Source: an optimization exercise on an open RTL-to-GDS flow (aim: small area). Production flows keep margins and buffers that such runs may drop.
Only simulation tests tie the RTL to the original design; equivalence was not proved.
No activity file was given, so power comes from the tool's default toggle rates.

==> flow/design.v (excerpt) <==
module Shooter_top
	(
		CLOCK_50,
		RESETN,
		SW,
		PS2_CLK,
		PS2_DAT,
		HEX3,
		HEX2,
		HEX1,
		HEX0,
		LEDR,
		PIX_X,
		PIX_Y,
		PIX_COLOUR
	);
Size in the first run: roughly 2800 cells after synthesis, about 0.019 sq mm of cells after synthesis.
export LEC_CHECK = 0
export CAP_MARGIN = 20
export CORE_MARGIN = 2
export CORE_UTILIZATION = 40
export CTS_CLUSTER_DIAMETER = 120
export CTS_CLUSTER_SIZE = 22
export GPL_ROUTABILITY_DRIVEN = 1
export GPL_TIMING_DRIVEN = 0
export SLEW_MARGIN = 20
create_clock -name core_clock -period 20.0 [get_ports {CLOCK_50}]
standard.sh (not shown) runs the stock make flow with config.mk's settings and CLKGATE_MAP_FILE= SYNTH_SCRIPT=/design/flow/synth_recipe.tcl, a recipe that flattens the netlist after the stock synthesis.
==> flow/flow/run.sh <==
#!/bin/bash
# Standard ORFS layout, with one extra step: after the standard synthesis, the
# combinational logic between the registers is re-optimised with ABC (deepsyn with a
# few random seeds, in rounds, keeping the smallest netlist); every register instance is
# kept as the standard synthesis made it, which the script checks.
set -euo pipefail
cd "$(dirname "$0")/.."
WORK=$PWD
R=$WORK/orfs/results/$FLOW_PLATFORM/Shooter_top/base
LIB=$FLOW_HOME/platforms/$FLOW_PLATFORM/lib/sky130_fd_sc_hd__tt_025C_1v80.lib
YOSYS=$(command -v yosys || echo /OpenROAD-flow-scripts/tools/install/yosys/bin/yosys)
JOBS=12
ROUNDS=5
T=150

# 1. standard synthesis
bash standard.sh $R/1_2_yosys.v > synth_standard.log 2>&1
cp $R/1_2_yosys.v $WORK/std_1_2_yosys.v

# 2. re-optimise the logic
DU=$(grep -o 'cell *( *"\?sky130_fd_sc_hd__\(lpflow\|probe\)[a-z0-9_]*' $LIB | sed 's/.*(\s*"\?//' | sort -u | sed 's/^/-dont_use /' | tr '\n' ' ')
area() { grep 'Chip area' "$1" | awk '{print $NF}'; }
mkdir -p reopt
best=$WORK/std_1_2_yosys.v
bestarea=1e12
for r in $(seq 1 $ROUNDS); do
  for k in $(seq 0 $((JOBS - 1))); do
    if (( k % 2 == 0 )); then m="dch -f; amap"; else m="dch; amap"; fi
    if (( k % 4 < 2 )); then pre="strash; dc2"; else pre="strash"; fi
    sc="$pre; \&get -n; \&deepsyn -T $T -S $(( (r * JOBS + k) % 101 )); \&put; $m; topo"
    sed -e "s|@LIB@|$LIB|g" -e "s|@IN@|$best|g" -e "s|@OUT@|$WORK/reopt/r${r}_$k.v|g" \
        -e "s|@DU@|$DU|g" -e "s|@TOP@|$FLOW_TOP|g" -e "s|@SCRIPT@|$sc|" \
        -e "s|@STAT@|$WORK/reopt/r${r}_$k.stat|" flow/reopt.ys > reopt/r${r}_$k.ys
    $YOSYS -s reopt/r${r}_$k.ys > reopt/r${r}_$k.log 2>&1 &
  done
  wait
  for k in $(seq 0 $((JOBS - 1))); do
    f=$WORK/reopt/r${r}_$k
    [[ -f $f.stat && -f $f.v ]] || continue
    a=$(area $f.stat)
    if awk "BEGIN{exit !($a < $bestarea)}"; then bestarea=$a; best=$f.v; fi
  done
  echo "round $r: best $bestarea ($best)" >> reopt.log
done
cp $best $WORK/reopt.v

regs() { grep -o 'sky130_fd_sc_hd__[es]\?df[a-z0-9_]* [^ ]*' "$1" | sort; }
if ! cmp -s <(regs $WORK/std_1_2_yosys.v) <(regs $WORK/reopt.v); then
  echo "registers changed by the re-optimisation" >&2; exit 1
fi
cp $WORK/reopt.v $R/1_2_yosys.v
touch $R/1_2_yosys.v

# 3. the rest of the standard layout; every port still gets its own buffer, the
# smallest one (buf_1)
export BUFFER_PORTS_ARGS="-buffer_cell sky130_fd_sc_hd__buf_1"
# clock tree: clusters of up to 22 registers, each driven by a clkbuf_16, clkbuf_4 above
# them, no dummy loads
export CTS_ARGS="-sink_clustering_enable -repair_clock_nets -sink_clustering_size 22 -sink_clustering_max_diameter 120 -dont_use_dummy_load -buf_list sky130_fd_sc_hd__clkbuf_4 -sink_clustering_buffer sky130_fd_sc_hd__clkbuf_16"
bash standard.sh > layout.log 2>&1
Other scripts of this flow, unchanged in this note and not shown: flow/flow/reopt.ys
==> next run, changes <==
--- a/flow/design.v
+++ b/flow/design.v
@@ -203,35 +203,35 @@
 		for (j = 0; j < 4; j = j + 1) begin
 			alive[j] = (mpos[7*j+4+:3] != 3'b111);
 			if (mpos[7*j+4+:3] == 3'b000 && (!mpos[7*j+3] || mpos[7*j+1+:2] == 2'b00))
 				anygun = 1'b1;		 
 			nalive = nalive + alive[j];
 		end
 	end
-	wire	bomb_eff = bombing && (num_bomb != 2'd0);	 
 	reg	[2:0]	kadd;
 	reg	[6:0]	hsum;
 	reg			sat;
 	always @* begin
-		if (bomb_eff)
+		if (bombing)
 			kadd = (nalive == 3'd4) ? 3'd3 : nalive;
 		else
 			kadd = 3'd1;
 		hsum = h + kadd;
-		sat = s0 || (hsum >= 7'd50) || (bomb_eff && nalive == 3'd4 && hsum == 7'd49);
+		sat = s0 || (hsum >= 7'd50) || (bombing && nalive == 3'd4 && hsum == 7'd49);
 	end
 	wire	[6:0]	new_score = sat ? {6'd49, 1'b1} : {hsum[5:0], 1'b0};
 	wire	rs = reset;
 	wire	e_shot = !rs && shooting;
 	wire	e_spawn = !rs && !shooting && t_spawn;
 	wire	e_bt = !rs && !shooting && !t_spawn && t_ball;
 	wire	e_mt = !rs && !shooting && !t_spawn && !t_ball && t_mon;
 	wire	free = !rs && !shooting && !t_spawn && !t_ball && !t_mon;
 	wire	e_col = free && anycol;
 	wire	e_gun = free && !anycol && anygun;
+	wire	bomb_eff = bombing && (num_bomb != 2'd0);
 	reg	[6:0]	b, d;
 	always @(posedge clock) begin
 		if (!rst_n) begin
 			state <= IDLE;
 			num_bomb <= 2'd3;
 			play_hp <= 2'd3;
 			h <= 6'd0;
Design area shrinks by 1.9%.
Routed wire length shrinks by 5.1%.
Critical path depth grows by 5.
Global-route usage shrinks by 1.6 points.
Die area shrinks by 0.61%.
Total power shrinks by 2.3%.
Count of clock-buffer cells in the layout shrinks by 2.
Hold slack improved by 0.021 ns.
Setup slack improved by 0.58 ns.
Non-clock buffer count shrinks by 16.
Register-to-register slack improved by 0.58 ns.
Sequential share of layout area grows by 0.42 points.

[port drivers added, routing unchanged]
Ports are ideal in the flow. The routed layouts listed here were re-timed in OpenROAD. Step 1 (the two cells are an assumption about what drives the block):
set clk [get_ports {CLOCK_50}]
set_driving_cell -lib_cell sky130_fd_sc_hd__clkbuf_16 $clk
set_driving_cell -lib_cell sky130_fd_sc_hd__buf_2 [delete_from_list [all_inputs] $clk]
Step 2, shift: input delay + t, output delay - t, t = (earliest + latest rising clock arrival at the registers) / 2. This alone moves slack from input paths to output paths. Three values: ideal, step 1, step 2; two values: the first two.
run | shift t [ns] | slack for setup (ns) | worst setup path at the end | latest minus earliest clock arrival (ns) | worst data-port slew with drivers (ns)
the first run | 0.904 | 6.838 / 6.838 / 6.838 | register to register | 0.103 / 0.103 | 0.04
the second run | 0.849 | 7.422 / 7.422 / 7.422 | register to register | 0.022 / 0.022 | 0.04
After both steps every run listed still meets setup and hold.
